Source: an optimization exercise on an open RTL-to-GDS flow (aim: a short achievable clock period and few clock cycles). Production flows keep margins and buffers that such runs may drop.
Function was checked by simulation only, so behaviour that the tests miss may differ from the original.
Power and IR drop assume default switching activity.

==> flow/design.v <==
module pc(rst, clk, newpc, pc);
input rst, clk;
input [31:0] newpc;
output reg [31:0] pc;
always@(negedge rst or posedge clk)
begin
if (!rst)
	pc <= 0 ;
else
	pc <= newpc ;
end
endmodule
module sign_extend(unextend,extended);
    input  [15:0] unextend;
    output [31:0] extended;
    assign extended = {{16{unextend[15]}}, unextend};
endmodule
module mux_32(m1,m2,sel,out);
    input [31:0] m1,m2;
    input sel;
    output [31:0] out;
    assign out=sel? m2 : m1;
endmodule 
module mux_5(rt,rd,sel,wrt_reg);
    input [4:0] rt,rd;
    input sel;
    output [4:0]wrt_reg;
    assign wrt_reg=sel? rd : rt;
endmodule 
module jump_concat(inst,pc,out_adr);
    input [25:0] inst;
    input [3:0] pc;
    output [31:0] out_adr;
    assign out_adr = {pc,inst <<2};
endmodule
module ks_add #(parameter W = 32, parameter L = 5) (a, b, ci, s, co);
    input  [W-1:0] a, b;
    input          ci;
    output [W-1:0] s;
    output         co;
    wire [W-1:0] g [0:L];
    wire [W-1:0] p [0:L];
    assign g[0] = (a & b);
    assign p[0] = (a | b);
    genvar i, k;
    generate
        for (k = 0; k < L; k = k + 1) begin : lvl
            for (i = 0; i < W; i = i + 1) begin : bt
                if (i >= (1 << k)) begin : comb
                    assign g[k+1][i] = g[k][i] | (p[k][i] & g[k][i - (1 << k)]);
                    assign p[k+1][i] = p[k][i] & p[k][i - (1 << k)];
                end else begin : ps
                    assign g[k+1][i] = g[k][i];
                    assign p[k+1][i] = p[k][i];
                end
            end
        end
    endgenerate
    wire [W:0] c;
    assign c[0] = ci;
    generate
        for (i = 1; i <= W; i = i + 1) begin : cy
            assign c[i] = g[L][i-1] | (p[L][i-1] & ci);
        end
    endgenerate
    assign s  = (a ^ b) ^ c[W-1:0];
    assign co = c[W];
endmodule
module control(inst,func,RegWrite,RegDst,AluSrc,Branch,MemWrite,MemRead,MemtoReg,AluOp,jump);
input [5:0] inst;
input [5:0] func;
output RegWrite,RegDst,AluSrc,Branch,MemWrite,MemRead,MemtoReg,jump;
output [3:0] AluOp;
reg [11:0] out;
always@(inst,func)begin
    if(inst==6'b000000)begin  
        if(func==6'b100000) out=12'b110001000100; 
        else if(func==6'b000000)out=12'b110000010100; 
        else if(func==6'b000010)out=12'b110000011000; 
        else if(func==6'b100010)out=12'b110000001100; 
        else if(func==6'b100100)out=12'b110000000000; 
        else if(func==6'b100101)out=12'b110000000010; 
        else if(func==6'b101011)out=12'b110000001110; 
        else out=12'b000000000000;
    end
    else if(inst== 6'b100011) out=12'b101001100100; 
    else if(inst==6'b101011) out=12'b001010000100; 
    else if(inst==6'b000100) out=12'b000100001100; 
    else if (inst==6'b001000) out=12'b101000000100; 
    else if(inst==6'b001101) out=12'b101000000010; 
    else if(inst==6'b000010) out=12'b000000000101; 
    else out=12'b000000000000;
end
assign RegWrite=out[11];
assign RegDst=out[10];
assign AluSrc=out[9];
assign Branch=out[8];
assign MemWrite=out[7];
assign MemRead=out[6];
assign MemtoReg=out[5];
assign AluOp=out[4:1];
assign jump=out[0];
endmodule
module register_mips(rst,clk,regwrite,read_adr1,read_adr2,dst_adr,write_data,readout1,readout2);
    input rst,clk;  
    input regwrite;  
    input [4:0] read_adr1,read_adr2,dst_adr;  
    input [31:0] write_data;  
    output [31:0] readout1, readout2;  
    reg[31:0] register_memory [31:1];  
    parameter size=32;
    integer i;
    always @ (negedge rst or posedge clk)
    begin
        if (!rst) begin
            for (i = 1; i < size; i = i + 1)
                register_memory[i] <= 32'b0;
        end
        else if (regwrite == 1'b1 && dst_adr != 5'd0) begin
            register_memory[dst_adr] <= write_data;
        end
    end
    assign readout1 = (read_adr1 == 5'd0) ? 32'b0 : register_memory[read_adr1];
    assign readout2 = (read_adr2 == 5'd0) ? 32'b0 : register_memory[read_adr2];
endmodule
module mips_cpu(rst,clk,imem_addr,imem_rdata,dmem_addr,dmem_wdata,dmem_we,dmem_rdata);
    input rst,clk;
    output [31:0] imem_addr;    
    input  [31:0] imem_rdata;   
    output [31:0] dmem_addr;    
    output [31:0] dmem_wdata;   
    output        dmem_we;      
    input  [31:0] dmem_rdata;   
    reg [29:0] pc;              
    reg [29:0] pcn;             
    reg        e_kill;          
    reg        e_wen, e_lw, e_sw, e_beq, e_pred, e_fok, e_addi;
    reg [31:0] e_nimm;          
    reg [4:0]  e_rd;
    reg [31:0] e_rsl, e_rsh, e_rtl, e_rth, e_bl, e_bh;
    reg        e_rs4, e_rt4;
    reg [15:0] e_imm;
    reg [4:0]  e_sh;
    reg        e_fb_l;
    reg        s_add, s_sub, s_and, s_or, s_slt, s_sll, s_srl;
    reg [29:0] e_npc;
    reg        m_wen, m_lw;
    reg [4:0]  m_rd;
    reg [31:0] m_res;
    reg [31:0] m_addr, m_wdata;
    reg        m_we;
    reg        w_wen;
    reg [4:0]  w_rd;
    reg [31:0] w_val;
    reg [31:0] rf [1:31];
    wire [31:0] ins = imem_rdata;
    wire [5:0]  op = ins[31:26];
    wire [5:0]  fn = ins[5:0];
    wire [4:0]  rs = ins[25:21];
    wire [4:0]  rt = ins[20:16];
    wire [4:0]  rd = ins[15:11];
    wire rtype  = (op == 6'h00);
    wire f_add  = rtype & (fn == 6'h20);
    wire f_sub  = rtype & (fn == 6'h22);
    wire f_and  = rtype & (fn == 6'h24);
    wire f_or   = rtype & (fn == 6'h25);
    wire f_slt  = rtype & (fn == 6'h2B);
    wire f_sll  = rtype & (fn == 6'h00);
    wire f_srl  = rtype & (fn == 6'h02);
    wire f_lw   = (op == 6'h23);
    wire f_sw   = (op == 6'h2B);
    wire f_beq  = (op == 6'h04);
    wire f_addi = (op == 6'h08);
    wire f_ori  = (op == 6'h0D);
    wire f_j    = (op == 6'h02);
    wire f_r3   = f_add | f_sub | f_and | f_or | f_slt;    
    wire f_sh   = f_sll | f_srl;                            
    wire f_ri   = f_addi | f_ori | f_lw;                    
    wire [4:0] f_dst = f_ri ? rt : rd;
    wire f_wen  = ((f_r3 | f_sh) & (rd != 5'd0)) | (f_ri & (rt != 5'd0));
    wire use_rs = f_r3 | f_ri | f_sw | f_beq;
    wire use_rt = f_r3 | f_sh | f_sw | f_beq;
    wire [31:0] rsl = (rs[3:0] == 4'd0) ? 32'd0 : rf[{1'b0, rs[3:0]}];
    wire [31:0] rsh = rf[{1'b1, rs[3:0]}];
    wire [31:0] rtl = (rt[3:0] == 4'd0) ? 32'd0 : rf[{1'b0, rt[3:0]}];
    wire [31:0] rth = rf[{1'b1, rt[3:0]}];
    wire ev_wen = e_wen & ~e_kill;
    wire ev_lw  = e_lw  & ~e_kill;
    wire fa_m = ev_wen & (e_rd == rs);
    wire fb_m = ev_wen & (e_rd == rt);
    wire fa_w = m_wen & (m_rd == rs);
    wire fb_w = m_wen & (m_rd == rt);
    wire stall = ev_lw & (fa_m | (fb_m & ~op[5] & ~op[3]));
    wire [29:0] pci = ~pcn;
    wire [29:0] npc = pci + 30'd1;
    wire [29:0] jt  = {2'b00, npc[29:26], ins[23:0]};
    wire [10:0] bt_lo = {1'b0, npc[9:0]} + {1'b0, ins[9:0]};
    wire [29:0] bt  = {npc[29:10], bt_lo[9:0]};
    wire        fok = bt_lo[10] ? (ins[15:10] == 6'h3F) : (ins[15:10] == 6'h00);
    wire e_az   = e_addi & ~e_kill & (e_rs4 ? (e_rsh == e_nimm) : (e_rsl == e_nimm));
    wire zknown = e_addi & ~e_kill & (((rt == 5'd0) & fa_m) | ((rs == 5'd0) & fb_m));
    wire f_pred = f_beq & (zknown ? e_az : ((rs == rt) | ins[15]));
    wire        mispredict;
    wire [29:0] redirect;
    wire [31:0] res;
    wire [31:0] a, bf, b;    
    wire [31:0] wb;
    wire [31:0] fva = fa_m ? res : wb;
    wire [31:0] fvb = fb_m ? res : wb;
    wire        fa  = fa_m | fa_w;
    wire        fb  = fb_m | fb_w;
    wire [31:0] imm32 = {{16{ins[15]}}, ins[15:0]};
    wire        isrc  = f_ri | f_sw;
    wire [29:0] pc_next = mispredict ? redirect :
                          stall      ? pci :
                          f_j        ? jt :
                          f_pred     ? bt : npc;
    always @(negedge rst or posedge clk) begin
        if (!rst) begin
            pc  <= 30'd0;
            pcn <= {30{1'b1}};
            e_kill <= 1'b0;
            e_wen <= 1'b0; e_lw <= 1'b0; e_sw <= 1'b0; e_beq <= 1'b0;
        end else begin
            pc  <= pc_next;
            pcn <= ~pc_next;
            e_kill <= mispredict | stall;
            e_wen  <= f_wen;
            e_lw   <= f_lw;
            e_sw   <= f_sw;
            e_beq  <= f_beq & (ins[15:0] != 16'd0);
        end
    end
    always @(posedge clk) begin
        e_pred <= f_pred;
        e_addi <= f_addi & f_wen;
        e_nimm <= 32'd0 - {{16{ins[15]}}, ins[15:0]};
        e_fok  <= fok;
        e_rd   <= f_dst;
        e_rs4  <= rs[4];
        e_rt4  <= rt[4];
        e_rsl  <= fa ? fva : rsl;
        e_rsh  <= fa ? fva : rsh;
        e_rtl  <= fb ? fvb : rtl;
        e_rth  <= fb ? fvb : rth;
        e_bl   <= isrc ? imm32 : fb ? fvb : rtl;
        e_bh   <= isrc ? imm32 : fb ? fvb : rth;
        e_imm  <= ins[15:0];
        e_sh   <= ins[10:6];
        e_fb_l <= fb_m & ev_lw;
        s_add  <= f_add | f_addi | f_lw | f_sw;
        s_sub  <= f_sub;
        s_and  <= f_and;
        s_or   <= f_or | f_ori;
        s_slt  <= f_slt;
        s_sll  <= f_sll;
        s_srl  <= f_srl;
        e_npc  <= npc;
    end
    assign a  = e_rs4 ? e_rsh : e_rsl;
    assign bf = e_rt4 ? e_rth : e_rtl;
    assign b  = e_rt4 ? e_bh : e_bl;
    wire [31:0] sum, diff;
    wire        nborrow;
    ks_add #(32) add0 (.a(a), .b(b), .ci(1'b0), .s(sum), .co());
    ks_add #(32) sub0 (.a(a), .b(~bf), .ci(1'b1), .s(diff), .co(nborrow));
    assign res = ({32{s_add}} & sum)
                    | ({32{s_sub}} & diff)
                    | ({32{s_and}} & (a & bf))
                    | ({32{s_or}}  & (a | b))
                    | ({32{s_slt}} & {31'd0, ~nborrow})
                    | ({32{s_sll}} & (bf << e_sh))
                    | ({32{s_srl}} & (bf >> e_sh));
    wire eq_ll = (e_rsl == e_rtl), eq_lh = (e_rsl == e_rth);
    wire eq_hl = (e_rsh == e_rtl), eq_hh = (e_rsh == e_rth);
    wire taken = e_rs4 ? (e_rt4 ? eq_hh : eq_hl) : (e_rt4 ? eq_lh : eq_ll);
    wire ev_beq = e_beq & ~e_kill;
    assign mispredict = ev_beq & (taken ? ~(e_pred & e_fok) : e_pred);
    wire [29:0] e_bt = e_npc + {{14{e_imm[15]}}, e_imm};
    assign redirect = taken ? e_bt : e_npc;
    always @(negedge rst or posedge clk) begin
        if (!rst) begin
            m_wen <= 1'b0; m_lw <= 1'b0; m_we <= 1'b0;
        end else begin
            m_wen <= ev_wen;
            m_lw  <= ev_lw;
            m_we  <= e_sw & ~e_kill;
        end
    end
    always @(posedge clk) begin
        m_rd    <= e_rd;
        m_res   <= res;
        m_addr  <= sum;
        m_wdata <= e_fb_l ? dmem_rdata : bf;
    end
    assign wb = m_lw ? dmem_rdata : m_res;
    always @(negedge rst or posedge clk) begin
        if (!rst) begin
            w_wen <= 1'b0;
        end else begin
            w_wen <= m_wen;
        end
    end
    always @(posedge clk) begin
        w_rd  <= m_rd;
        w_val <= wb;
    end
    integer i;
    always @(negedge rst or posedge clk) begin
        if (!rst) begin
            for (i = 1; i < 32; i = i + 1)
                rf[i] <= 32'd0;
        end else if (m_wen) begin
            rf[m_rd] <= wb;
        end
    end
    assign imem_addr  = {pc, 2'b00};
    assign dmem_addr  = m_addr;
    assign dmem_wdata = m_wdata;
    assign dmem_we    = m_we;
endmodule
==> flow/flow/run.sh <==
#!/bin/bash
set -euo pipefail
bash standard.sh SETUP_SLACK_MARGIN=8.5 TNS_END_PERCENT=100 \
  "BUFFER_PORTS_ARGS=-buffer_cell sky130_fd_sc_hd__buf_8" finish > flow_make.log 2>&1
==> flow/standard.sh <==
#!/bin/bash
# synth_recipe.tcl (not shown) runs the flow's synth.tcl, then flattens the netlist and writes it again
# the make line also repeats each setting of config.mk as NAME=value (left out here)
make -C /OpenROAD-flow-scripts/flow DESIGN_CONFIG=/design/flow/config.mk WORK_HOME=/design/flow/orfs CLKGATE_MAP_FILE= SYNTH_SCRIPT=/design/flow/synth_recipe.tcl "${@:-finish}"
==> flow/config.mk <==
export PLATFORM = sky130hd
export DESIGN_NAME = mips_cpu
export DESIGN_NICKNAME = mips_cpu
export VERILOG_FILES = /design/flow/design.v
export SDC_FILE = /design/flow/constraint.sdc
export NUM_CORES = 8
export LEC_CHECK = 0
export ABC_CLOCK_PERIOD_IN_PS = 3000
export CAP_MARGIN = 20
export CORE_MARGIN = 2
export CORE_UTILIZATION = 40
export SLEW_MARGIN = 20
==> flow/constraint.sdc <==
create_clock -name core_clock -period 12.0 [get_ports {clk}]
set_input_delay 2.4000 -clock core_clock [delete_from_list [all_inputs] [get_ports {clk}]]
set_output_delay 2.4000 -clock core_clock [all_outputs]
set_load 0.01 [all_outputs]
==> run_results.csv, run 1 <==
group,metric,value,unit
outcome,status,"finished clean",
placed_design,gp_congestion,1.03,
power_and_ir_drop,irDropWorstVdd,162,uV
global_route,grt.overflow.total,0,
critical_path,critical_path_class,"reg -> reg",
logic_synthesis,synth-edff-count,0,
cts,cts_hold_buf,0,
finish,layout_common_cells,"dfrtp_1, nor2_1, a21oi_1",
cts,cts_buffers,157,
floorplanning,ioPinCount,163,
detailed_routing,post_drt_wl_per_cell,37.5,um
detailed_routing,drt_iter0_drc,13800,
logic_synthesis,synth_top_family_by_area,"compound AO/OA/AOI/OAI gates",
logic_synthesis,syn-instance-count,8262,
finish,final_area,105000,um2
floorplanning,num_rows,160,
placed_design,dp_hpwl,225,mm
critical_path,cpMaxStageDelayCell,"a221o_2",
critical_path,cp-end-kind,"flip-flop",
sta,rsz0062_at_grt,"yes",
logic_synthesis,netlist-cell-type-count,102,
global_route,grt_max_degree,165,
placed_design,post-place-ws,6.06,ns
sta,fin_setup_tns,0,ns
power_and_ir_drop,clkPwrFrac,31.8,%
power_and_ir_drop,p_leak,0.0416,uW
sta,timing.final.crit_share,34.6,%
critical_path,arrival,4.89,ns
logic_synthesis,seq_area_frac_synth,44.7,%
finish,post-route-util,55.1,%
finish,layout_commonest_cell,"dfrtp_1",
global_route,antenna_found_initial,30,
logic_synthesis,synthSimpleGateAreaFrac,13.3,%
power_and_ir_drop,seqPwrFrac,37.2,%
logic_synthesis,ys_dominant_reg_cell,"dfrtp_1",
detailed_routing,vias_per_cell,6.91,
detailed_routing,first_pass_iters,14,
global_route,grt_pass1_wl,576,mm
critical_path,crit_top_cell,"buf_12",
cts,clock_latency,0.86,ns
cts,cts_max_path_buffers,3,
logic_synthesis,synth_compound_area_share,25.1,%
sta,slew_violations,0,
run,drv_cap,0,
sta,max_freq,241,MHz
floorplanning,chipHeight,440,um
sta,finalClockSkew,0.0384,ns
finish,multi_input_area,45300,um2
logic_synthesis,syn_area,76200,um2
floorplanning,die-area,194000,um2
critical_path,path_cells,"buf_12, mux2i_1, buf_4, inv_4, ha_4, inv_2, fa_2, or3_4, a311oi_4, a2111o_2, a31oi_4, o31ai_4, buf_12, buf_8, o22ai_4, a221o_2, a221o_1",
logic_synthesis,synth-seq-cells,1433,
logic_synthesis,ys_warn_count,3,
finish,ff_latch_area,34100,um2
sta,maxSlewHeadroom,14.0,%
logic_synthesis,avgSynthCellArea,9.22,um2
critical_path,required,12.74,ns
logic_synthesis,async_reset_ff_share,74.0,%
placed_design,place_area,82300,um2
power_and_ir_drop,power_switching_share,34.9,%
power_and_ir_drop,powerDensity,157,nW/um2
power_and_ir_drop,pwr-share-comb,30.9,%
logic_synthesis,synth_fa_ha_area_share,3.59,%
logic_synthesis,synthMuxAreaShare,6.83,%
detailed_routing,drt-total-wl,430,mm
cts,cts_tree,"built",
critical_path,slowest_delay,0.48,ns
finish,area_delta_synth_final,37.3,%
floorplanning,die_w,440,um
critical_path,crit_fanout,6,
cts,root_buffer,"clkbuf_16",
detailed_routing,antenna_left,0,
detailed_routing,via_count,79400,
detailed_routing,drc,0,
sta,layout_setup_ws,7.85,ns
floorplanning,initial_core_util,40.1,%
critical_path,worstSetupStartpointType,"flip-flop",
sta,fin_crit,4.15,ns
floorplanning,fp.coreArea,190000,um2
power_and_ir_drop,power.total,16400,uW
sta,setup-violations-final,0,
logic_synthesis,synth_xor_area_share,1.89,%
finish,final_nets,9107,
global_route,track_usage,41.8,%
cts,htree_levels,4,
cts,clkSlewWorstSetupHoldPaths,0.06,ns
sta,hold_viol,0,
power_and_ir_drop,p_int,10700,uW
placed_design,port_buffers,160,
finish,drive_gt1_share,28.8,%
hold_path,min_path_type,"reg -> reg",
global_route,grt_pass1_vias,73500,
sta,worst_pin_slew,1.28,ns
cts,clock-sinks,1433,
power_and_ir_drop,power.switching,5720,uW
finish,fill_cells,16100,
[worst paths after layout]
path	cells past startpoint	slack [ns]	startpoint	end
setup / recovery	17	7.85	e_rs4	e_bl[26]
hold / removal	0	0.40	e_rd[0]	m_rd[0]
setup reg to reg	17	7.85	e_rs4	e_bl[26]
hold reg to reg	0	0.40	e_rd[0]	m_rd[0]
max in group asynchronous	3	8.67	rst	rf[21][6]
min in group asynchronous	1	1.53	rst	pc[29]
[cell type report]
type                    count  area share [%]
well taps                2511            3.00
inverters                 206           0.768
diodes                     22          0.0526
flip-flops and latches   1433            32.6
repair buffers           1089            15.0
clock buffers             217            4.26
multi-input cells        5937            43.3
clock inverters            71           0.953
[power by group through the flow]
stage | combinational, uW | sequential [uW] | clock [uW]
floorplan | 2260 | 5860 | 0
global placement | 3740 | 6080 | 0
detailed placement | 3770 | 6090 | 0
CTS | 4570 | 6040 | 5200
global route | 5290 | 6130 | 5420
finish | 5070 | 6100 | 5220
[flip-flops by register name, summed over array words and instances (netlist names), 5 cells and up]
| register | cells |
|---|---|
| pc | 30 |
| e_rth | 32 |
| e_bh | 32 |
| e_nimm | 16 |
| pcn | 30 |
| m_addr | 32 |
| m_wdata | 32 |
| e_bl | 32 |
| e_rsh | 32 |
| e_rtl | 32 |
| m_rd | 5 |
| e_imm | 12 |
| e_rsl | 32 |
| rf | 992 |
| e_npc | 30 |
| m_res | 32 |
| e_rd | 5 |
[metal layers]
| metal | share of wire (%) | GRT usage [%] | vias up |
|---|---|---|---|
| li1 | - | - | 31700 |
| met1 | 34 | 48.8 | 38500 |
| met2 | 42 | 60.5 | 6829 |
| met3 | 14 | 16.0 | 2324 |
| met4 | 11 | 35.1 | 24 |
| met5 | 0.098 | 0.546 | - |
[metrics by stage]
| stage | hold slack [ns] | instances |
|---|---|---|
| detailed placement | 0.388 | 10400 |
| global placement | 0.389 | 10400 |
| floorplan | 0.373 | 8263 |
| global route | 0.410 | 11500 |
| finish | 0.403 | 11500 |
| CTS | 0.401 | 11200 |
[logic make-up after synthesis]
group                    count (synthesis)
other                                    1
AO/OA/AOI/OAI                         2871
flip-flops                            1433
AND/OR/NAND/NOR                       2287
XOR/XNOR                               164
multiplexers                           393
buffers and inverters                  896
adder cells (fa/ha/maj)                217
[critical path, delay by kind of cell, from the launching register on]
kind / cells / cell delay (ns)
flip-flops: 1 / 0.39
AND/OR/NAND/NOR: 1 / 0.39
AO/OA/AOI/OAI: 7 / 1.91
adder cells (fa/ha/maj): 2 / 0.48
buffers and inverters: 6 / 0.71
multiplexers: 1 / 0.12
[cells in the mapped netlist (191+ instances only)]
master,count,area share [%]
a221oi_1,244,2.8
clkbuf_1,596,2.9
mux2i_1,191,2.5
a21oi_1,854,5.6
dfrtp_1,1030,34
ha_1,214,3.5
inv_1,200,0.99
a22o_1,229,2.6
nand2_1,635,3.1
dfxtp_1,373,9.8
nor2_1,952,4.7
a22oi_1,465,4.6
o21ai_0,515,3.4
[repair_timing]
item,in CTS,in global routing
gates resized for setup,1125,465
pin swaps,308,347
cloned,111,23
buffers inserted,385,223
endpoints found under the setup margin,901,525
Testbench counts, summed over its fixed seeds: cycles 56,620.
==> run 2: changes to the inputs <==
--- a/flow/design.v
+++ b/flow/design.v
@@ -140,4 +140,5 @@
     reg [31:0] e_rsl, e_rsh, e_rtl, e_rth, e_bl, e_bh;
     reg        e_rs4, e_rt4;
+    reg        e_rs4n, e_rt4n;   
     reg [15:0] e_imm;
     reg [4:0]  e_sh;
@@ -206,8 +207,4 @@
     wire [31:0] a, bf, b;    
     wire [31:0] wb;
-    wire [31:0] fva = fa_m ? res : wb;
-    wire [31:0] fvb = fb_m ? res : wb;
-    wire        fa  = fa_m | fa_w;
-    wire        fb  = fb_m | fb_w;
     wire [31:0] imm32 = {{16{ins[15]}}, ins[15:0]};
     wire        isrc  = f_ri | f_sw;
@@ -240,10 +237,12 @@
         e_rs4  <= rs[4];
         e_rt4  <= rt[4];
-        e_rsl  <= fa ? fva : rsl;
-        e_rsh  <= fa ? fva : rsh;
-        e_rtl  <= fb ? fvb : rtl;
-        e_rth  <= fb ? fvb : rth;
-        e_bl   <= isrc ? imm32 : fb ? fvb : rtl;
-        e_bh   <= isrc ? imm32 : fb ? fvb : rth;
+        e_rs4n <= ~rs[4];
+        e_rt4n <= ~rt[4];
+        e_rsl  <= fa_m ? res : fa_w ? wb : rsl;
+        e_rsh  <= fa_m ? res : fa_w ? wb : rsh;
+        e_rtl  <= fb_m ? res : fb_w ? wb : rtl;
+        e_rth  <= fb_m ? res : fb_w ? wb : rth;
+        e_bl   <= (fb_m & ~isrc) ? res : isrc ? imm32 : fb_w ? wb : rtl;
+        e_bh   <= (fb_m & ~isrc) ? res : isrc ? imm32 : fb_w ? wb : rth;
         e_imm  <= ins[15:0];
         e_sh   <= ins[10:6];
@@ -258,7 +257,7 @@
         e_npc  <= npc;
     end
-    assign a  = e_rs4 ? e_rsh : e_rsl;
+    assign a  = {e_rs4n ? e_rsl[31:16] : e_rsh[31:16], e_rs4 ? e_rsh[15:0] : e_rsl[15:0]};
     assign bf = e_rt4 ? e_rth : e_rtl;
-    assign b  = e_rt4 ? e_bh : e_bl;
+    assign b  = e_rt4n ? e_bl : e_bh;
     wire [31:0] sum, diff;
     wire        nborrow;
==> flow/flow/run.sh (replaced) <==
#!/bin/bash
# Layout flow: the standard ORFS flow (standard.sh: the standard synthesis script,
# floorplan, power grid, placement, CTS and routing), with these changes in how the
# layout is made, none in what is measured (the SDC, clock period and I/O constraints
# are the design's own):
#  - the I/O port buffers are buf_8 cells rather than the delay buffer that
#    buffer_ports picks by itself;
#  - besides the platform's own don't-use cells, the slow cells with four
#    transistors in series (or4*, nor4*, a2111*, o2111*, o41*, a41*, listed in
#    flow/extra_dont_use.txt) are not used.
# Each ORFS step's full log is in orfs/logs/; make's own output is in flow_make.log.
set -euo pipefail
here=$(cd "$(dirname "$0")" && pwd)
plat=$(sed -n '/^export DONT_USE_CELLS/,/^#/p' "$FLOW_HOME/platforms/sky130hd/config.mk" \
       | grep -o 'sky130_fd_sc_hd__[a-z0-9_]*' | tr '\n' ' ')
extra=$(tr '\n' ' ' < "$here/extra_dont_use.txt")
bash standard.sh SETUP_SLACK_MARGIN=8.5 TNS_END_PERCENT=100 \
  "BUFFER_PORTS_ARGS=-buffer_cell sky130_fd_sc_hd__buf_8" \
  "DONT_USE_CELLS=$plat $extra" finish > flow_make.log 2>&1
==> flow/flow/extra_dont_use.txt (new file) <==
sky130_fd_sc_hd__a2111o_1 sky130_fd_sc_hd__a2111o_2 sky130_fd_sc_hd__a2111o_4 sky130_fd_sc_hd__a2111oi_0 sky130_fd_sc_hd__a2111oi_1 sky130_fd_sc_hd__a2111oi_2 sky130_fd_sc_hd__a2111oi_4 sky130_fd_sc_hd__a41o_1 sky130_fd_sc_hd__a41o_2 sky130_fd_sc_hd__a41o_4 sky130_fd_sc_hd__a41oi_1 sky130_fd_sc_hd__a41oi_2 sky130_fd_sc_hd__a41oi_4 sky130_fd_sc_hd__nor4_1 sky130_fd_sc_hd__nor4_2 sky130_fd_sc_hd__nor4_4 sky130_fd_sc_hd__nor4b_1 sky130_fd_sc_hd__nor4b_2 sky130_fd_sc_hd__nor4b_4 sky130_fd_sc_hd__nor4bb_1 sky130_fd_sc_hd__nor4bb_2 sky130_fd_sc_hd__nor4bb_4 sky130_fd_sc_hd__o2111a_1 sky130_fd_sc_hd__o2111a_2 sky130_fd_sc_hd__o2111a_4 sky130_fd_sc_hd__o2111ai_1 sky130_fd_sc_hd__o2111ai_2 sky130_fd_sc_hd__o2111ai_4 sky130_fd_sc_hd__o41a_1 sky130_fd_sc_hd__o41a_2 sky130_fd_sc_hd__o41a_4 sky130_fd_sc_hd__o41ai_1 sky130_fd_sc_hd__o41ai_2 sky130_fd_sc_hd__o41ai_4 sky130_fd_sc_hd__or4_1 sky130_fd_sc_hd__or4_2 sky130_fd_sc_hd__or4_4 sky130_fd_sc_hd__or4b_1 sky130_fd_sc_hd__or4b_2 sky130_fd_sc_hd__or4b_4 sky130_fd_sc_hd__or4bb_1 sky130_fd_sc_hd__or4bb_2 sky130_fd_sc_hd__or4bb_4 
==> run 2 against run 1 <==
Effect of this change: the layout now fails its checks (capacitance limit, slew limit); combinational power about the same; first-iteration DRC count is 10% higher; power shrank 1.1%; cell area shrank 1.8%; core utilization shrank 0.46 points; final cell count about the same; worst hold slack better by 0.017 ns; sequential power is 0.8% lower; non-clock buffer count fell by 71; critical path type is now in -> reg.
==> run_results.csv, run 2 <==
group,metric,value,unit
outcome,status,"complete, but fails checks",
outcome,so.violations,"capacitance limit, slew limit",
cts,cts_max_path_buffers,3,
floorplanning,chipHeight,439,um
global_route,grt_pass1_vias,72900,
floorplanning,fp.coreArea,188000,um2
sta,fin_crit,4.11,ns
sta,timing.final.crit_share,34.3,%
logic_synthesis,synthTopCellsByCount,"nor2_1, a21oi_1, dfrtp_1",
sta,slew_violations,14,
finish,largest_reg_flops,992,
sta,finalClockSkew,0.0380,ns
detailed_routing,vias_per_cell,6.93,
detailed_routing,drc,0,
placed_design,gp_congestion,1.01,
finish,layout_commonest_cell,"nor2_1",
logic_synthesis,synth_area_leader_cell,"dfrtp_1",
detailed_routing,first_pass_iters,15,
logic_synthesis,syn_area,75800,um2
placed_design,dp_hpwl,214,mm
cts,clkSlewWorstSetupHoldPaths,0.06,ns
logic_synthesis,synth_top_area_share,34.0,%
finish,area_delta_synth_final,35.6,%
sta,max_freq,243,MHz
placed_design,placed_cells,10500,
critical_path,path_cells,"buf_12, xnor2_1, nand4_1, nor3_4, buf_12, a32oi_4, o311ai_4, buf_6, mux2i_1, a21oi_1, a221o_1",
critical_path,crit_fanout,12,
sta,maxSlewHeadroom,-8.33,%
logic_synthesis,async_reset_ff_share,73.9,%
detailed_routing,via_count,79500,
placed_design,port_buffers,160,
logic_synthesis,synth_most_common_cell,"nor2_1",
global_route,grt.overflow.total,0,
finish,layout_common_cells,"nor2_1, dfrtp_1, a21oi_1",
sta,hold_viol,0,
floorplanning,die-area,193000,um2
floorplanning,num_rows,159,
detailed_routing,antenna_left,0,
cts,cts_hold_buf,0,
hold_path,min_path_type,"reg -> reg",
detailed_routing,drt-total-wl,417,mm
finish,drive_gt1_share,28.0,%
sta,worst_pin_slew,1.62,ns
logic_synthesis,synth-edff-count,0,
critical_path,crit_family,"compound AO/OA/AOI/OAI gates",
critical_path,critical_path_class,"in -> reg",
cts,clock_latency,0.84,ns
power_and_ir_drop,powerDensity,158,nW/um2
global_route,grt_pass1_wl,549,mm
floorplanning,initial_core_util,40.3,%
finish,regMostFlops,"rf",
cts,htree_levels,4,
floorplanning,ioPinCount,163,
run,drv_cap,1,
finish,final_cells,11500,
power_and_ir_drop,irDropWorstVdd,117,uV
logic_synthesis,syn-instance-count,8318,
critical_path,arrival,4.81,ns
sta,fin_setup_tns,0,ns
logic_synthesis,netlist-cell-type-count,91,
cts,root_buffer,"clkbuf_16",
critical_path,required,12.69,ns
sta,setup-violations-final,0,
critical_path,worstSetupStartpointType,"input pin",
detailed_routing,drt_iter0_drc,15200,
finish,final_nets,9111,
global_route,track_usage,39.5,%
logic_synthesis,synth-seq-cells,1435,
global_route,grt_max_degree,151,
finish,multi_input_area,44800,um2
cts,cts_buffers,156,
sta,rsz0062_at_grt,"yes",
critical_path,crit_top_cell,"buf_12",
detailed_routing,post_drt_wl_per_cell,36.3,um
sta,whs,0.419,ns
global_route,antenna_found_initial,31,
logic_synthesis,ys_warn_count,3,
finish,post-route-util,54.7,%
cts,clock-sinks,1435,
logic_synthesis,synth.area.top_cells,"dfrtp_1, dfxtp_1, a22oi_1",
critical_path,cp-end-kind,"flip-flop",
critical_path,worst-path-buf-inv,3,
cts,cts_tree,"built",
power_and_ir_drop,p_leak,0.0393,uW
logic_synthesis,seq_area_frac_synth,45.0,%
logic_synthesis,ys_dominant_reg_cell,"dfrtp_1",
finish,fill_cells,15900,
critical_path,cpMaxStageDelayCell,"o311ai_4",
logic_synthesis,avgSynthCellArea,9.11,um2
finish,ff_latch_area,34200,um2
critical_path,slowest_delay,0.42,ns
floorplanning,die_w,439,um
## run 2: routing by layer
| metal | GRT usage, % | vias up | routed length (um) |
|---|---|---|---|
| met5 | 0.298 | - | 231 |
| met4 | 29.8 | 24 | 43200 |
| met3 | 15.3 | 2416 | 63600 |
| met2 | 56.6 | 7305 | 168000 |
| met1 | 47.9 | 38200 | 142000 |
| li1 | - | 31600 | - |
## run 2: cells by family (layout without fill, tap and decap cells)
logic type,count (synthesis),count (layout),synth area share (%)
fa+ha+maj,215,215,3.58
simple gates,2330,2333,13.7
compound gates,2849,2856,24.2
flops,1435,1435,45.0
xor+xnor,176,176,2.03
other cells,1,31,0.00495
buf+inv,925,1553,4.85
mux,387,388,6.67
## run 2: power breakdown
| part | total (uW) | switching, uW | internal, uW |
|---|---|---|---|
| Clock | 5110 | 2140 | 2970 |
| Sequential | 6050 | 600 | 5450 |
| Combinational | 5040 | 2820 | 2220 |
| Total | 16200 | 5560 | 10600 |
## run 2: final timing paths
path	startpoint	to	depth (start not counted)	slack [ns]
worst min register to register	e_rd[2]	m_rd[2]	0	0.42
min in group asynchronous	rst	rf[2][12]	1	1.59
worst max register to register	e_rs4	pcn[9]	13	7.98
worst min-delay path	e_rd[2]	m_rd[2]	0	0.42
worst max-delay path	imem_rdata[21]	pc[8]	11	7.89
max in group asynchronous	rst	rf[10][18]	3	8.76
## run 2: cell type report
cell class | instances | share of cell area, %
inverters | 249 | 0.935
clock buffers | 247 | 4.69
multi-input cells | 5970 | 43.6
diodes | 29 | 0.0706
flip-flops and latches | 1435 | 33.3
clock inverters | 39 | 0.500
repair buffers | 1018 | 13.9
well taps | 2495 | 3.04
## run 2: worst reg2reg max path, stage by stage (launching register included)
cell	delay, ns
dfxtp_4	0.36
buf_12	0.14
buf_4	0.15
bufbuf_16	0.29
nor2b_1	0.16
nand4_1	0.19
a222oi_1	0.39
nand4_1	0.55
a211oi_2	0.59
o311ai_4	0.20
buf_6	0.19
nor3b_2	0.15
o32a_1	0.31
mux2_4	0.26
## run 2: timing repair
action,4_1_cts,5_1_grt
setup buffers,324,247
gates cloned,80,39
pin swaps,242,385
endpoints found under the setup margin,1077,814
gates resized for setup,1100,588
## run 2: per-stage QoR
stage	instance area, um2	worst slack [ns]	power [uW]
2_1_floorplan	77000	7.41	8160
3_3_place_gp	81400	6.23	9790
3_5_place_dp	81400	6.24	9820
4_1_cts	97100	8.02	15600
5_1_grt	103000	7.84	16700
6_report	103000	7.89	16200
Testbench counts of run 2, summed over its fixed seeds: cycles 56,620.
==> run 3: changes to the inputs <==
--- a/flow/flow/run.sh
+++ b/flow/flow/run.sh
@@ -7,5 +7,6 @@
 #    buffer_ports picks by itself;
 #  - besides the platform's own don't-use cells, the slow cells with four
-#    transistors in series (or4*, nor4*, a2111*, o2111*, o41*, a41*, listed in
+#    transistors in series (or4*, nor4*, a2111*, o2111*, o41*, a41*) and the ones with
+#    three p-transistors in series (or3*, nor3*, o31*, o311*, o32*, a311*), listed in
 #    flow/extra_dont_use.txt) are not used.
 # Each ORFS step's full log is in orfs/logs/; make's own output is in flow_make.log.
==> flow/flow/extra_dont_use.txt (replaced) <==
sky130_fd_sc_hd__a2111o_1
sky130_fd_sc_hd__a2111o_2
sky130_fd_sc_hd__a2111o_4
sky130_fd_sc_hd__a2111oi_0
sky130_fd_sc_hd__a2111oi_1
sky130_fd_sc_hd__a2111oi_2
sky130_fd_sc_hd__a2111oi_4
sky130_fd_sc_hd__a41o_1
sky130_fd_sc_hd__a41o_2
sky130_fd_sc_hd__a41o_4
sky130_fd_sc_hd__a41oi_1
sky130_fd_sc_hd__a41oi_2
sky130_fd_sc_hd__a41oi_4
sky130_fd_sc_hd__nor4_1
sky130_fd_sc_hd__nor4_2
sky130_fd_sc_hd__nor4_4
sky130_fd_sc_hd__nor4b_1
sky130_fd_sc_hd__nor4b_2
sky130_fd_sc_hd__nor4b_4
sky130_fd_sc_hd__nor4bb_1
sky130_fd_sc_hd__nor4bb_2
sky130_fd_sc_hd__nor4bb_4
sky130_fd_sc_hd__o2111a_1
sky130_fd_sc_hd__o2111a_2
sky130_fd_sc_hd__o2111a_4
sky130_fd_sc_hd__o2111ai_1
sky130_fd_sc_hd__o2111ai_2
sky130_fd_sc_hd__o2111ai_4
sky130_fd_sc_hd__o41a_1
sky130_fd_sc_hd__o41a_2
sky130_fd_sc_hd__o41a_4
sky130_fd_sc_hd__o41ai_1
sky130_fd_sc_hd__o41ai_2
sky130_fd_sc_hd__o41ai_4
sky130_fd_sc_hd__or4_1
sky130_fd_sc_hd__or4_2
sky130_fd_sc_hd__or4_4
sky130_fd_sc_hd__or4b_1
sky130_fd_sc_hd__or4b_2
sky130_fd_sc_hd__or4b_4
sky130_fd_sc_hd__or4bb_1
sky130_fd_sc_hd__or4bb_2
sky130_fd_sc_hd__or4bb_4
sky130_fd_sc_hd__a311o_1
sky130_fd_sc_hd__a311o_2
sky130_fd_sc_hd__a311o_4
sky130_fd_sc_hd__a311oi_1
sky130_fd_sc_hd__a311oi_2
sky130_fd_sc_hd__a311oi_4
sky130_fd_sc_hd__nor3_1
sky130_fd_sc_hd__nor3_2
sky130_fd_sc_hd__nor3_4
sky130_fd_sc_hd__nor3b_1
sky130_fd_sc_hd__nor3b_2
sky130_fd_sc_hd__nor3b_4
sky130_fd_sc_hd__o311a_1
sky130_fd_sc_hd__o311a_2
sky130_fd_sc_hd__o311a_4
sky130_fd_sc_hd__o311ai_0
sky130_fd_sc_hd__o311ai_1
sky130_fd_sc_hd__o311ai_2
sky130_fd_sc_hd__o311ai_4
sky130_fd_sc_hd__o31a_1
sky130_fd_sc_hd__o31a_2
sky130_fd_sc_hd__o31a_4
sky130_fd_sc_hd__o31ai_1
sky130_fd_sc_hd__o31ai_2
sky130_fd_sc_hd__o31ai_4
sky130_fd_sc_hd__o32a_1
sky130_fd_sc_hd__o32a_2
sky130_fd_sc_hd__o32a_4
sky130_fd_sc_hd__o32ai_1
sky130_fd_sc_hd__o32ai_2
sky130_fd_sc_hd__o32ai_4
sky130_fd_sc_hd__or3_1
sky130_fd_sc_hd__or3_2
sky130_fd_sc_hd__or3_4
sky130_fd_sc_hd__or3b_1
sky130_fd_sc_hd__or3b_2
sky130_fd_sc_hd__or3b_4
==> run 3 against run 2 <==
Effect of this change: the run now finishes clean; highest routed layer unchanged; synthesized cell count is 0.22% higher; wire length is 1.1% higher; core utilization is 0.76 points lower.
==> run_results.csv, run 3 <==
group,metric,value,unit
floorplanning,die-area,193000,um2
global_route,grt_max_degree,168,
critical_path,arrival,4.76,ns
cts,clock-sinks,1435,
sta,setup-violations-final,0,
floorplanning,chipHeight,440,um
logic_synthesis,synth-seq-cells,1435,
critical_path,critPathLaunch,"imem_rdata[17]",
logic_synthesis,synth_area_leader_cell,"dfrtp_1",
global_route,antenna_found_initial,26,
outcome,status,"finished clean",
critical_path,worstSetupStartpointType,"input pin",
detailed_routing,drt_iter0_drc,15500,
logic_synthesis,synth_fa_ha_area_share,3.57,%
cts,cts_tree,"built",
sta,fin_setup_tns,0,ns
detailed_routing,antenna_left,0,
critical_path,crit_top_cell,"buf_12",
sta,fin_crit,3.99,ns
detailed_routing,drt-total-wl,421,mm
cts,clock_latency,0.84,ns
floorplanning,ioPinCount,163,
logic_synthesis,ys_dominant_reg_cell,"dfrtp_1",
floorplanning,initial_core_util,40.4,%
placed_design,dp_hpwl,217,mm
detailed_routing,post_drt_wl_per_cell,36.6,um
critical_path,path_cells,"buf_12, buf_6, nand2b_4, nor2_4, buf_12, buf_16, a22oi_1, and3_1, a31oi_4, a21oi_1, o21ai_2",
sta,worst_pin_slew,1.32,ns
floorplanning,fp.coreArea,188000,um2
critical_path,reg2reg_from,"e_rt4n",
placed_design,placed_cells,10500,
cts,htree_levels,4,
logic_synthesis,seq_area_frac_synth,44.8,%
logic_synthesis,synthMuxAreaShare,7.12,%
logic_synthesis,synth_most_common_cell,"nor2_1",
finish,multi_input_area,44000,um2
sta,maxSlewHeadroom,12.2,%
finish,area_delta_synth_final,33.5,%
sta,slew_violations,0,
hold_path,min_path_type,"reg -> reg",
critical_path,cp-end-kind,"flip-flop",
critical_path,r2r_cells,16,
detailed_routing,via_count,79600,
critical_path,critical_path_class,"in -> reg",
finish,final_nets,9139,
global_route,grt_pass1_vias,72200,
sta,hold_viol,0,
critical_path,crit_fanout,8,
cts,cts_buffers,153,
logic_synthesis,synth.area.top_cells,"dfrtp_1, dfxtp_1, a22oi_1",
detailed_routing,drc,0,
detailed_routing,vias_per_cell,6.92,
logic_synthesis,avgSynthCellArea,9.12,um2
power_and_ir_drop,irDropWorstVdd,105,uV
sta,finalClockSkew,0.0329,ns
finish,ff_latch_area,34200,um2
logic_synthesis,synth_compound_area_share,24.0,%
finish,layout_common_cells,"nor2_1, a21oi_1, dfrtp_1",
run,drv_cap,0,
logic_synthesis,ys_warn_count,3,
floorplanning,die_w,440,um
sta,rsz0062_at_grt,"yes",
finish,drive_gt1_share,27.4,%
hold_path,min-delay-start,"e_rd[4]",
placed_design,gp_congestion,0.984,
finish,fill_cells,16200,
logic_synthesis,synth-edff-count,0,
cts,root_buffer,"clkbuf_16",
sta,max_freq,251,MHz
logic_synthesis,netlist-cell-type-count,73,
finish,final_cells,11500,
sta,timing.final.crit_share,33.3,%
global_route,track_usage,38.6,%
hold_path,min_path_cells,0,
finish,regMostFlops,"rf",
power_and_ir_drop,p_leak,0.0393,uW
logic_synthesis,synth_top_family_by_area,"compound AO/OA/AOI/OAI gates",
logic_synthesis,syn_area,76000,um2
power_and_ir_drop,powerDensity,155,nW/um2
finish,layout_commonest_cell,"nor2_1",
global_route,grt_pass1_wl,537,mm
logic_synthesis,synth_xor_area_share,2.07,%
cts,cts_max_path_buffers,3,
global_route,grt.overflow.total,0,
critical_path,slowest_delay,0.60,ns
floorplanning,num_rows,159,
logic_synthesis,synth_top_area_share,33.9,%
placed_design,port_buffers,160,
critical_path,cpMaxStageDelayCell,"nor2_4",
logic_synthesis,async_reset_ff_share,73.9,%
logic_synthesis,synthTopCellsByCount,"nor2_1, a21oi_1, dfrtp_1",
cts,clkSlewWorstSetupHoldPaths,0.06,ns
cts,cts_hold_buf,0,
detailed_routing,first_pass_iters,14,
critical_path,required,12.77,ns
logic_synthesis,syn-instance-count,8336,
finish,largest_reg_flops,992,
logic_synthesis,synthSimpleGateAreaFrac,13.6,%
## run 3: cell types whose count changed after synthesis, moves of 27 or more
| cell | delta |
|---|---|
| o21ai_0 | +28 |
| a22oi_1 | -74 |
| nor2_1 | +98 |
| and3_1 | +28 |
| a31oi_1 | +27 |
| a22o_1 | +40 |
| o21ai_1 | -32 |
| or3_1 | -37 |
| nand2_1 | +28 |
| nand3_1 | -45 |
| nor3_1 | -172 |
| a221oi_1 | +41 |
## run 3: what timing repair did
item / CTS / global route
setup buffers: 284 / 284
pin swaps: 207 / 371
gates resized for setup: 899 / 509
setup endpoints to repair: 1072 / 775
cloned: 69 / 62
## run 3: power by group
group          total, uW  switching, uW  leakage [uW]  internal, uW
registers           6030            597        0.0130          5440
logic               4780           2680        0.0239          2100
clock network       4910           2120       0.00246          2790
## run 3: area by class of cell
class / count / share of cell area, %
diodes: 26 / 0.0641
multi-input cells: 5986 / 43.3
clock inverters: 41 / 0.480
clock buffers: 237 / 4.49
inverters: 258 / 0.958
repair buffers: 1024 / 13.9
flip-flops and latches: 1435 / 33.7
well taps: 2495 / 3.08
## run 3: path summary, 6_finish.rpt
| check | slack, ns | endpoint |
|---|---|---|
| worst max-delay path | 8.01 | e_bl[29] |
| max in group asynchronous | 8.69 | rf[11][26] |
| min in group asynchronous | 1.57 | pc[13] |
| worst min-delay path | 0.40 | m_rd[4] |
| worst min register to register | 0.40 | m_rd[4] |
| worst max register to register | 8.15 | m_res[30] |
## run 3: worst max-delay path: cells and delay by family
family                 cells  cell delay, ns
and+or+nand+nor            3            1.00
AOI/OAI and AO/OA          4            0.65
buffers and inverters      4            0.68
## run 3: per-layer routing
layer	global-route usage, %	wire length, um	vias to the layer above
met3	15.4	64400	2683
met4	28.5	47800	38
met1	45.7	140000	38100
li1	-	-	31500
met5	0.273	623	-
met2	56.4	168000	7286
## run 3: cell families after synthesis
logic type,after synthesis
other cells,1
buf+inv,925
simple gates,2324
xor+xnor,180
flops,1435
fa+ha+maj,215
mux,422
compound gates,2834
## run 3: stage by stage
step                hold WS (ns)  worst slack [ns]  utilization (%)  power (uW)  area (um2)
floorplan                  0.375              7.46                -        8130       78000
global placement           0.397              6.08             43.5        9670       81900
detailed placement         0.395              6.09             43.5        9720       81900
CTS                        0.405              8.14             50.7       15100       95400
global route               0.416              8.08             53.9       16200      101000
finish                     0.404              8.01             53.9       15700      101000
==> run 4: changes to the inputs <==
--- a/flow/flow/run.sh
+++ b/flow/flow/run.sh
@@ -9,5 +9,7 @@
 #    transistors in series (or4*, nor4*, a2111*, o2111*, o41*, a41*) and the ones with
 #    three p-transistors in series (or3*, nor3*, o31*, o311*, o32*, a311*), listed in
-#    flow/extra_dont_use.txt) are not used.
+#    flow/extra_dont_use.txt) are not used;
+#  - after the global-route timing repair, flow/post_grt.tcl repairs the max slew and
+#    max capacitance violations that repair's moves may leave.
 # Each ORFS step's full log is in orfs/logs/; make's own output is in flow_make.log.
 set -euo pipefail
@@ -18,3 +20,3 @@
 bash standard.sh SETUP_SLACK_MARGIN=8.5 TNS_END_PERCENT=100 \
   "BUFFER_PORTS_ARGS=-buffer_cell sky130_fd_sc_hd__buf_8" \
-  "DONT_USE_CELLS=$plat $extra" finish > flow_make.log 2>&1
+  "DONT_USE_CELLS=$plat $extra" "POST_GLOBAL_ROUTE_TCL=$here/post_grt.tcl" finish > flow_make.log 2>&1
==> flow/flow/post_grt.tcl (new file) <==
# After the global-route timing repair: repair any max slew / max capacitance
# violations its moves (cloning, resizing) left, with global-route parasitics,
# then legalize and update the global routes of the changed nets.
log_cmd estimate_parasitics -global_routing
log_cmd global_route -start_incremental
repair_design_helper
log_cmd detailed_placement
log_cmd global_route -end_incremental
log_cmd estimate_parasitics -global_routing
==> run 4 against run 3 <==
Effect of this change: maximum frequency did not move; wire length did not move; worst hold slack did not move; final cell count did not move; clock-buffer cell count did not move; largest cell class unchanged.
==> run_results.csv, run 4 <==
group,metric,value,unit
global_route,grt.overflow.total,0,
sta,setup-violations-final,0,
hold_path,min_path_type,"reg -> reg",
logic_synthesis,synth_top_area_share,33.9,%
floorplanning,num_rows,159,
floorplanning,ioPinCount,163,
logic_synthesis,ys_dominant_reg_cell,"dfrtp_1",
sta,maxSlewHeadroom,12.2,%
finish,regMostFlops,"rf",
cts,cts_hold_buf,0,
global_route,grt_pass1_vias,72200,
detailed_routing,post_drt_wl_per_cell,36.6,um
detailed_routing,vias_per_cell,6.92,
finish,final_area,101000,um2
critical_path,rrSetupSlack,8.15,ns
logic_synthesis,synthTopCellsByCount,"nor2_1, a21oi_1, dfrtp_1",
logic_synthesis,async_reset_ff_share,73.9,%
detailed_routing,first_pass_iters,14,
finish,area_delta_synth_final,33.5,%
placed_design,post-place-ws,6.09,ns
power_and_ir_drop,powerDensity,155,nW/um2
logic_synthesis,synth_area_leader_cell,"dfrtp_1",
cts,cts_buffers,153,
critical_path,reg2reg_to,"m_res[30]",
placed_design,gp_congestion,0.984,
floorplanning,chipHeight,440,um
cts,clock_latency,0.84,ns
critical_path,r2r_cells,16,
logic_synthesis,seq_area_frac_synth,44.8,%
detailed_routing,drc,0,
finish,layout_commonest_cell,"nor2_1",
finish,largest_reg_flops,992,
logic_synthesis,synth-seq-cells,1435,
detailed_routing,via_count,79600,
global_route,antenna_found_initial,26,
power_and_ir_drop,irDropWorstVdd,105,uV
hold_path,min-delay-start,"e_rd[4]",
critical_path,crit_fanout,8,
outcome,status,"finished clean",
cts,post_cts_resized,899,
critical_path,path_cells,"buf_12, buf_6, nand2b_4, nor2_4, buf_12, buf_16, a22oi_1, and3_1, a31oi_4, a21oi_1, o21ai_2",
finish,layout_common_cells,"nor2_1, a21oi_1, dfrtp_1",
sta,hold_viol,0,
global_route,track_usage,38.6,%
logic_synthesis,synth-edff-count,0,
run,drv_cap,0,
floorplanning,die-area,193000,um2
sta,worst_pin_slew,1.32,ns
sta,layout_setup_ws,8.01,ns
power_and_ir_drop,p_leak,0.0393,uW
cts,cts_max_path_buffers,3,
critical_path,arrival,4.76,ns
finish,drive_gt1_share,27.4,%
hold_path,holdPathEnd,"m_rd[4]",
critical_path,crit_family,"simple AND/OR/NAND/NOR gates",
logic_synthesis,synth_most_common_cell,"nor2_1",
critical_path,worst-path-buf-inv,4,
floorplanning,fp.coreArea,188000,um2
cts,clock-sinks,1435,
cts,clkSlewWorstSetupHoldPaths,0.06,ns
floorplanning,initial_core_util,40.4,%
cts,htree_levels,4,
global_route,grt_max_degree,168,
critical_path,crit_top_cell,"buf_12",
cts,root_buffer,"clkbuf_16",
placed_design,port_buffers,160,
sta,timing.final.crit_share,33.3,%
logic_synthesis,synth.area.top_cells,"dfrtp_1, dfxtp_1, a22oi_1",
logic_synthesis,netlist-cell-type-count,73,
sta,slew_violations,0,
detailed_routing,drt-total-wl,421,mm
placed_design,dp_hpwl,217,mm
logic_synthesis,ys_warn_count,3,
floorplanning,die_w,440,um
critical_path,required,12.77,ns
detailed_routing,drt_iter0_drc,15500,
critical_path,critical_path_class,"in -> reg",
hold_path,min_path_cells,0,
critical_path,slowest_delay,0.60,ns
critical_path,worstSetupStartpointType,"input pin",
critical_path,reg2reg_from,"e_rt4n",
critical_path,cp.depth,11,
critical_path,cpMaxStageDelayCell,"nor2_4",
sta,fin_setup_tns,0,ns
finish,final_nets,9139,
logic_synthesis,avgSynthCellArea,9.12,um2
sta,finalClockSkew,0.0329,ns
placed_design,place_area,81900,um2
cts,cts_tree,"built",
logic_synthesis,syn_area,76000,um2
detailed_routing,antenna_left,0,
cts,cts_setup_buffers,284,
critical_path,cp-end-kind,"flip-flop",
global_route,grt_pass1_wl,537,mm
sta,fin_crit,3.99,ns
logic_synthesis,syn-instance-count,8336,
sta,max_freq,251,MHz
-- run 4: cell counts after synthesis --
No cell type changed its count.
-- run 4: worst register-to-register path, cell delays in order, from the launching register on --
cell and delay, ns:
dfxtp_4 0.37, buf_12 0.15, buf_16 0.22, mux2i_4 0.43, ha_1 0.36, nor2b_1 0.09, o211ai_1 0.22, nand2_1 0.11
a221o_2 0.46, and3_4 0.22, buf_6 0.12, o211a_4 0.25, mux2i_4 0.20, a211oi_4 0.26, buf_12 0.17, buf_6 0.11
inv_2 0.02
-- run 4: layout make-up --
cell class                 instances  area [um2]
multi-input combinational       5986       44000
clock inverter                    41         487
timing repair buffer            1024       14100
antenna                           26        65.1
clock buffer                     237        4560
inverter                         258         972
fill                           16200       86800
sequential                      1435       34200
tap                             2495        3120
-- run 4: logic make-up after synthesis --
| group | count (synthesis) | share of synthesized area, % |
|---|---|---|
| AO/OA/AOI/OAI | 2834 | 24.0 |
| XOR/XNOR | 180 | 2.07 |
| adder cells (fa/ha/maj) | 215 | 3.57 |
| buffers and inverters | 925 | 4.76 |
| flip-flops | 1435 | 44.8 |
| multiplexers | 422 | 7.12 |
| other | 1 | 0.00493 |
| AND/OR/NAND/NOR | 2324 | 13.6 |
-- run 4: how the worst max path moves through the flow --
stage | from | to | slack (ns)
2_1_floorplan | imem_rdata[16] | pc[1] | 7.46
3_3_place_gp | imem_rdata[17] | e_bh[16] | 6.08
3_5_place_dp | imem_rdata[17] | e_bh[16] | 6.09
4_1_cts | pc[9] | imem_addr[11] | 8.14
6_report | imem_rdata[17] | e_bl[29] | 8.01
-- run 4: metal layers --
layer	GRT usage (%)	wire length [um]
met5	0.273	623
met4	28.5	47800
met3	15.4	64400
met2	56.4	168000
met1	45.7	140000
-- run 4: power breakdown --
| part | leakage [uW] | switching, uW | internal, uW |
|---|---|---|---|
| Combinational | 0.0239 | 2680 | 2100 |
| Sequential | 0.0130 | 597 | 5440 |
| Clock | 0.00246 | 2120 | 2790 |
| Total | 0.0393 | 5400 | 10300 |
-- run 4: stage by stage --
step,power [uW],utilization [%],hold slack [ns],cells
2_1_floorplan,8130,-,0.375,8337
3_3_place_gp,9670,43.5,0.397,10500
3_5_place_dp,9720,43.5,0.395,10500
4_1_cts,15100,50.7,0.405,11100
6_report,15700,53.9,0.404,11500
==> run 5: changes to the inputs <==
--- a/flow/config.mk
+++ b/flow/config.mk
@@ -10,3 +10,4 @@
 export CORE_MARGIN = 2
 export CORE_UTILIZATION = 40
+export PLACE_DENSITY = 0.55
 export SLEW_MARGIN = 20
==> run 5 against run 4 <==
Effect of this change: final cell count increased by 0.17%; worst setup slack improved by 0.069 ns; critical endpoint is now e_bl[0]; highest routed layer unchanged; clock skew up 0.012 ns; global-route usage up 1.5 points; sequential power about the same; sequential cell count is the same; largest power group unchanged.
==> run_results.csv, run 5 <==
group,metric,value,unit
power_and_ir_drop,p_leak,0.0399,uW
finish,final_nets,9170,
critical_path,slowest_delay,0.26,ns
power_and_ir_drop,irDropWorstVdd,170,uV
logic_synthesis,syn-instance-count,8336,
power_and_ir_drop,power.total,16100,uW
critical_path,crit_top_cell,"buf_12",
floorplanning,chipHeight,440,um
critical_path,reg2reg_from,"e_rs4",
sta,max_freq,255,MHz
detailed_routing,via_count,78100,
global_route,grt_max_degree,94,
cts,clock_latency,0.84,ns
detailed_routing,drt-total-wl,425,mm
critical_path,cp-end-kind,"flip-flop",
logic_synthesis,synth_most_common_cell,"nor2_1",
finish,area_delta_synth_final,35.7,%
cts,clock-sinks,1435,
power_and_ir_drop,power.switching,5480,uW
cts,post_cts_resized,1000,
power_and_ir_drop,p_int,10600,uW
finish,layout_common_cells,"nor2_1, dfrtp_1, a21oi_1",
power_and_ir_drop,seqPwrFrac,37.5,%
floorplanning,fp.coreArea,188000,um2
global_route,antenna_found_initial,20,
detailed_routing,drc,0,
floorplanning,num_rows,159,
hold_path,holdPathEnd,"m_rd[1]",
run,drv_cap,0,
power_and_ir_drop,pwr-share-comb,30.4,%
cts,cts_buffers,157,
power_and_ir_drop,clkPwrFrac,32.1,%
floorplanning,ioPinCount,163,
finish,layout_commonest_cell,"nor2_1",
logic_synthesis,synth-edff-count,0,
logic_synthesis,ys_dominant_reg_cell,"dfrtp_1",
sta,timing.final.crit_share,32.7,%
cts,cts_setup_buffers,292,
cts,root_buffer,"clkbuf_16",
logic_synthesis,seq_area_frac_synth,44.8,%
logic_synthesis,ys_warn_count,3,
global_route,grt_pass1_vias,70900,
placed_design,placed_cells,10500,
global_route,grt.overflow.total,0,
detailed_routing,vias_per_cell,6.78,
placed_design,dp_hpwl,230,mm
sta,fin_crit,3.92,ns
sta,setup-violations-final,0,
finish,largest_reg_flops,992,
floorplanning,initial_core_util,40.4,%
cts,cts_hold_buf,0,
logic_synthesis,synth_top_area_share,33.9,%
logic_synthesis,avgSynthCellArea,9.12,um2
sta,worst_pin_slew,1.30,ns
cts,htree_levels,4,
critical_path,worstSetupStartpointType,"input pin",
logic_synthesis,async_reset_ff_share,73.9,%
critical_path,r2r_cells,13,
hold_path,min_path_type,"reg -> reg",
hold_path,min-delay-start,"e_rd[1]",
detailed_routing,first_pass_iters,14,
critical_path,rrSetupSlack,8.13,ns
floorplanning,die_w,440,um
critical_path,required,12.74,ns
hold_path,min_path_cells,0,
logic_synthesis,synth-seq-cells,1435,
finish,regMostFlops,"rf",
critical_path,critical_path_class,"in -> reg",
global_route,track_usage,40.1,%
logic_synthesis,synth_area_leader_cell,"dfrtp_1",
placed_design,gp_congestion,0.986,
detailed_routing,drt_iter0_drc,13300,
sta,fin_setup_tns,0,ns
logic_synthesis,syn_area,76000,um2
sta,finalClockSkew,0.0445,ns
sta,slew_violations,0,
floorplanning,die-area,193000,um2
detailed_routing,post_drt_wl_per_cell,36.9,um
detailed_routing,antenna_left,0,
power_and_ir_drop,power_switching_share,34.0,%
critical_path,path_cells,"buf_12, or2_4, buf_12, buf_6, buf_6, nor2_4, buf_12, buf_12, buf_12, buf_6, a22oi_2, nand4_1, o221ai_4, a31oi_1",
logic_synthesis,synthTopCellsByCount,"nor2_1, a21oi_1, dfrtp_1",
critical_path,cpMaxStageDelayCell,"or2_4",
sta,maxSlewHeadroom,13.3,%
power_and_ir_drop,powerDensity,156,nW/um2
critical_path,arrival,4.66,ns
finish,final_cells,11500,
cts,cts_tree,"built",
logic_synthesis,netlist-cell-type-count,73,
sta,hold_viol,0,
cts,cts_max_path_buffers,3,
critical_path,reg2reg_to,"pcn[0]",
global_route,grt_pass1_wl,552,mm
critical_path,crit_fanout,7,
placed_design,port_buffers,160,
finish,drive_gt1_share,28.8,%
cts,clkSlewWorstSetupHoldPaths,0.06,ns
finish,post-route-util,54.8,%
outcome,status,"finished clean",
logic_synthesis,synth.area.top_cells,"dfrtp_1, dfxtp_1, a22oi_1",
==> run 5: cells by family (layout without fill, tap and decap cells) <==
group	Yosys count	in the layout	synth area share, %
AO/OA/AOI/OAI	2834	2835	24.0
XOR/XNOR	180	180	2.07
adder cells (fa/ha/maj)	215	215	3.57
buffers and inverters	925	1595	4.76
flip-flops	1435	1435	44.8
multiplexers	422	424	7.12
other	1	15	0.00493
AND/OR/NAND/NOR	2324	2328	13.6
==> run 5: critical path, delay by kind of cell <==
family / cells / cell delay [ns]
simple gates: 3 / 0.69
buf+inv: 8 / 1.05
compound gates: 3 / 0.49
==> run 5: area by class of cell <==
type	count	area (um2)
fillers	16400	85100
multi-input cells	5984	44700
flip-flops and latches	1435	34200
repair buffers	1053	14700
clock buffers	229	4660
well taps	2495	3120
inverters	258	987
clock inverters	55	722
diodes	13	32.5
==> run 5: layer usage <==
layer  share of wire, %  global-route usage (%)  wire length (um)
met1                 35                    49.0            147000
met4                 10                    27.8             42600
met2                 41                    59.4            174000
met3                 14                    13.7             60800
met5              0.046                       0               194
==> run 5: worst max-delay path by stage <==
stage | from | end | slack (ns) | depth (start not counted)
finish | imem_rdata[16] | e_bl[0] | 8.08 | 14
CTS | pc[27] | imem_addr[29] | 8.14 | 1
detailed placement | imem_rdata[16] | e_bl[29] | 5.98 | 10
global placement | imem_rdata[16] | e_bl[29] | 6.05 | 10
floorplan | imem_rdata[16] | pc[1] | 7.46 | 12
==> run 5: power by group through the flow <==
stage | Combinational (uW) | Sequential (uW) | Clock, uW
floorplan | 2280 | 5850 | 0
global placement | 3710 | 6040 | 0
detailed placement | 3740 | 6040 | 0
CTS | 4370 | 6000 | 5160
finish | 4890 | 6040 | 5160
==> run 5: through the flow <==
| step | hold slack (ns) | instance area [um2] | worst slack [ns] |
|---|---|---|---|
| finish | 0.405 | 103000 | 8.08 |
| CTS | 0.396 | 96900 | 8.14 |
| detailed placement | 0.388 | 82000 | 5.98 |
| global placement | 0.386 | 82000 | 6.05 |
| floorplan | 0.375 | 78000 | 7.46 |
==> run 6: changes to the inputs <==
--- a/flow/config.mk
+++ b/flow/config.mk
@@ -10,4 +10,5 @@
 export CORE_MARGIN = 2
 export CORE_UTILIZATION = 40
+export GPL_ROUTABILITY_DRIVEN = 0
 export PLACE_DENSITY = 0.55
 export SLEW_MARGIN = 20
==> run 6 against run 5 <==
Effect of this change: maximum frequency fell by 0.41%; register-to-register slack improved by 0.02 ns; critical path depth rose by 1; sequential cell count did not move; worst setup slack got worse by 0.016 ns; via count rose by 1.9%; still clean; cell area rose by 0.90%; critical endpoint is now e_bl[31]; synthesized cell count did not move; area after synthesis did not move; worst hold slack got worse by 0.0073 ns; wire length rose by 1.9%; sequential power barely moved.
==> run_results.csv, run 6 <==
group,metric,value,unit
detailed_routing,post_drt_wl_per_cell,37.4,um
sta,hold_viol,0,
global_route,grt_pass1_wl,561,mm
power_and_ir_drop,powerDensity,154,nW/um2
cts,clock-sinks,1435,
global_route,antenna_found_initial,24,
placed_design,dp_hpwl,222,mm
logic_synthesis,avgSynthCellArea,9.12,um2
sta,max_freq,254,MHz
floorplanning,chipHeight,440,um
global_route,track_usage,40.8,%
finish,layout_commonest_cell,"nor2_1",
sta,finalClockSkew,0.0468,ns
floorplanning,fp.coreArea,188000,um2
logic_synthesis,async_reset_ff_share,73.9,%
logic_synthesis,seq_area_frac_synth,44.8,%
detailed_routing,via_count,79500,
logic_synthesis,ys_dominant_reg_cell,"dfrtp_1",
finish,final_cells,11600,
power_and_ir_drop,p_leak,0.0403,uW
finish,layout_common_cells,"nor2_1, dfrtp_1, a21oi_1",
logic_synthesis,synthTopCellsByCount,"nor2_1, a21oi_1, dfrtp_1",
critical_path,critical_path_class,"in -> reg",
floorplanning,die_w,440,um
detailed_routing,vias_per_cell,6.87,
global_route,grt_max_degree,163,
cts,cts_hold_buf,0,
floorplanning,initial_core_util,40.4,%
cts,cts_buffers,159,
critical_path,arrival,4.71,ns
cts,htree_levels,4,
placed_design,port_buffers,160,
finish,ff_latch_area,34200,um2
sta,slew_violations,0,
detailed_routing,first_pass_iters,12,
detailed_routing,drt_iter0_drc,14600,
finish,area_delta_synth_final,36.9,%
sta,setup-violations-final,0,
sta,fin_crit,3.94,ns
global_route,grt_pass1_vias,72000,
cts,cts_max_path_buffers,3,
cts,cts_tree,"built",
sta,worst_pin_slew,1.26,ns
floorplanning,num_rows,159,
floorplanning,ioPinCount,163,
logic_synthesis,synth_top_area_share,33.9,%
detailed_routing,drt-total-wl,433,mm
run,drv_cap,0,
logic_synthesis,syn_area,76000,um2
placed_design,placed_cells,10500,
detailed_routing,antenna_left,0,
sta,fin_setup_tns,0,ns
sta,timing.final.crit_share,32.8,%
detailed_routing,drc,0,
cts,post_cts_resized,1019,
cts,clock_latency,0.86,ns
sta,maxSlewHeadroom,16.3,%
critical_path,required,12.77,ns
floorplanning,die-area,193000,um2
critical_path,cp-end-kind,"flip-flop",
logic_synthesis,syn-instance-count,8336,
cts,root_buffer,"clkbuf_16",
global_route,grt.overflow.total,0,
outcome,status,"finished clean",
logic_synthesis,synth-edff-count,0,
cts,cts_setup_buffers,329,
logic_synthesis,synth.area.top_cells,"dfrtp_1, dfxtp_1, a22oi_1",
logic_synthesis,synth-seq-cells,1435,
finish,final_nets,9219,
critical_path,worstSetupStartpointType,"input pin",
logic_synthesis,synth_most_common_cell,"nor2_1",
finish,multi_input_area,44500,um2
finish,drive_gt1_share,28.9,%
finish,largest_reg_flops,992,
finish,fill_cells,16100,
logic_synthesis,ys_warn_count,3,
power_and_ir_drop,irDropWorstVdd,126,uV
hold_path,min_path_type,"reg -> reg",
cts,clkSlewWorstSetupHoldPaths,0.06,ns
logic_synthesis,netlist-cell-type-count,73,
finish,regMostFlops,"rf",
critical_path,crit_fanout,7,
logic_synthesis,synth_area_leader_cell,"dfrtp_1",
-- run 6: cell counts after synthesis --
Identical to the previous run, type by type.
-- run 6: routing by layer --
metal | up-vias | wire length [um] | global-route usage, %
met2 | 7017 | 172000 | 58.5
met5 | - | 402 | 0.0496
met4 | 21 | 47500 | 30.6
met1 | 38400 | 146000 | 48.9
li1 | 31700 | - | -
met3 | 2409 | 66400 | 16.6
-- run 6: cell type report --
cell class | count | area share [%]
sequential | 1435 | 32.9
multi-input combinational | 5986 | 42.8
timing repair buffer | 1098 | 15.2
inverter | 258 | 0.945
clock buffer | 233 | 4.46
clock inverter | 55 | 0.639
tap | 2495 | 3.00
antenna | 17 | 0.0409
-- run 6: cell families after synthesis --
family | after synthesis | synth area share, %
DFF | 1435 | 44.8
xor gates and xnor gates | 180 | 2.07
other | 1 | 0.00493
adders and majority gates | 215 | 3.57
AOI/OAI and AO/OA | 2834 | 24.0
and+or+nand+nor | 2324 | 13.6
buffers and inverters | 925 | 4.76
muxes | 422 | 7.12
-- run 6: power breakdown --
group	internal, uW	switching (uW)
Clock	2910	2190
Combinational	2160	2710
Sequential	5440	617
-- run 6: path summary, 6_finish.rpt --
path,cells after the start,start,slack [ns],endpoint
hold / removal,0,e_rd[4],0.40,m_rd[4]
max in group asynchronous,3,rst,8.73,pcn[10]
min in group asynchronous,1,rst,1.50,rf[22][23]
setup reg to reg,14,e_rs4,8.15,pcn[0]
hold reg to reg,0,e_rd[4],0.40,m_rd[4]
setup / recovery,15,imem_rdata[17],8.06,e_bl[31]
-- run 6: critical path, stage by stage --
cell      delay [ns]
buf_12          0.12
or2_4           0.26
buf_4           0.14
buf_6           0.12
nor2_4          0.13
buf_12          0.15
buf_12          0.11
buf_16          0.16
buf_6           0.13
buf_16          0.16
buf_12          0.13
a22oi_1         0.08
nand4_1         0.20
o221ai_4        0.17
o221ai_2        0.20
-- run 6: stage by stage --
| step | setup slack [ns] | util, % | total power [uW] | cell area (um2) | hold slack (ns) |
|---|---|---|---|---|---|
| after detailed placement | 6.20 | 43.6 | 9740 | 82100 | 0.385 |
| final | 8.06 | 55.3 | 16000 | 104000 | 0.398 |
| after floorplan | 7.46 | - | 8130 | 78000 | 0.375 |
| after global placement | 6.21 | 43.5 | 9700 | 81900 | 0.389 |
| after CTS | 8.14 | 51.9 | 15400 | 97600 | 0.386 |

[re-timing with driven ports]
The results above use ideal ports. As a check the final layouts listed here were re-extracted and re-timed, cells and wires unchanged.
Step 1 sets driving cells, clkbuf_16 on the clock port and buf_2 on the other inputs (assumed; they add their load-dependent delay and slew).
Step 2 also shifts input and output timing later by t, the mid clock arrival at the registers, as if the neighbouring blocks saw the same clock.
Slacks: no drivers / after step 1 / after step 2; pairs: no drivers / after step 1.
| run | t, ns | setup slack, ns |
|---|---|---|
| run 1 | 0.934 | 7.848 / 7.848 / 6.947 |
| run 2 | 0.915 | 7.887 / 7.927 / 7.012 |
| run 3 | 0.917 | 8.009 / 8.047 / 7.130 |
| run 4 | 0.917 | 8.009 / 8.047 / 7.130 |
| run 5 | 0.911 | 8.078 / 8.089 / 7.208 |
| run 6 | 0.931 | 8.062 / 8.091 / 7.176 |
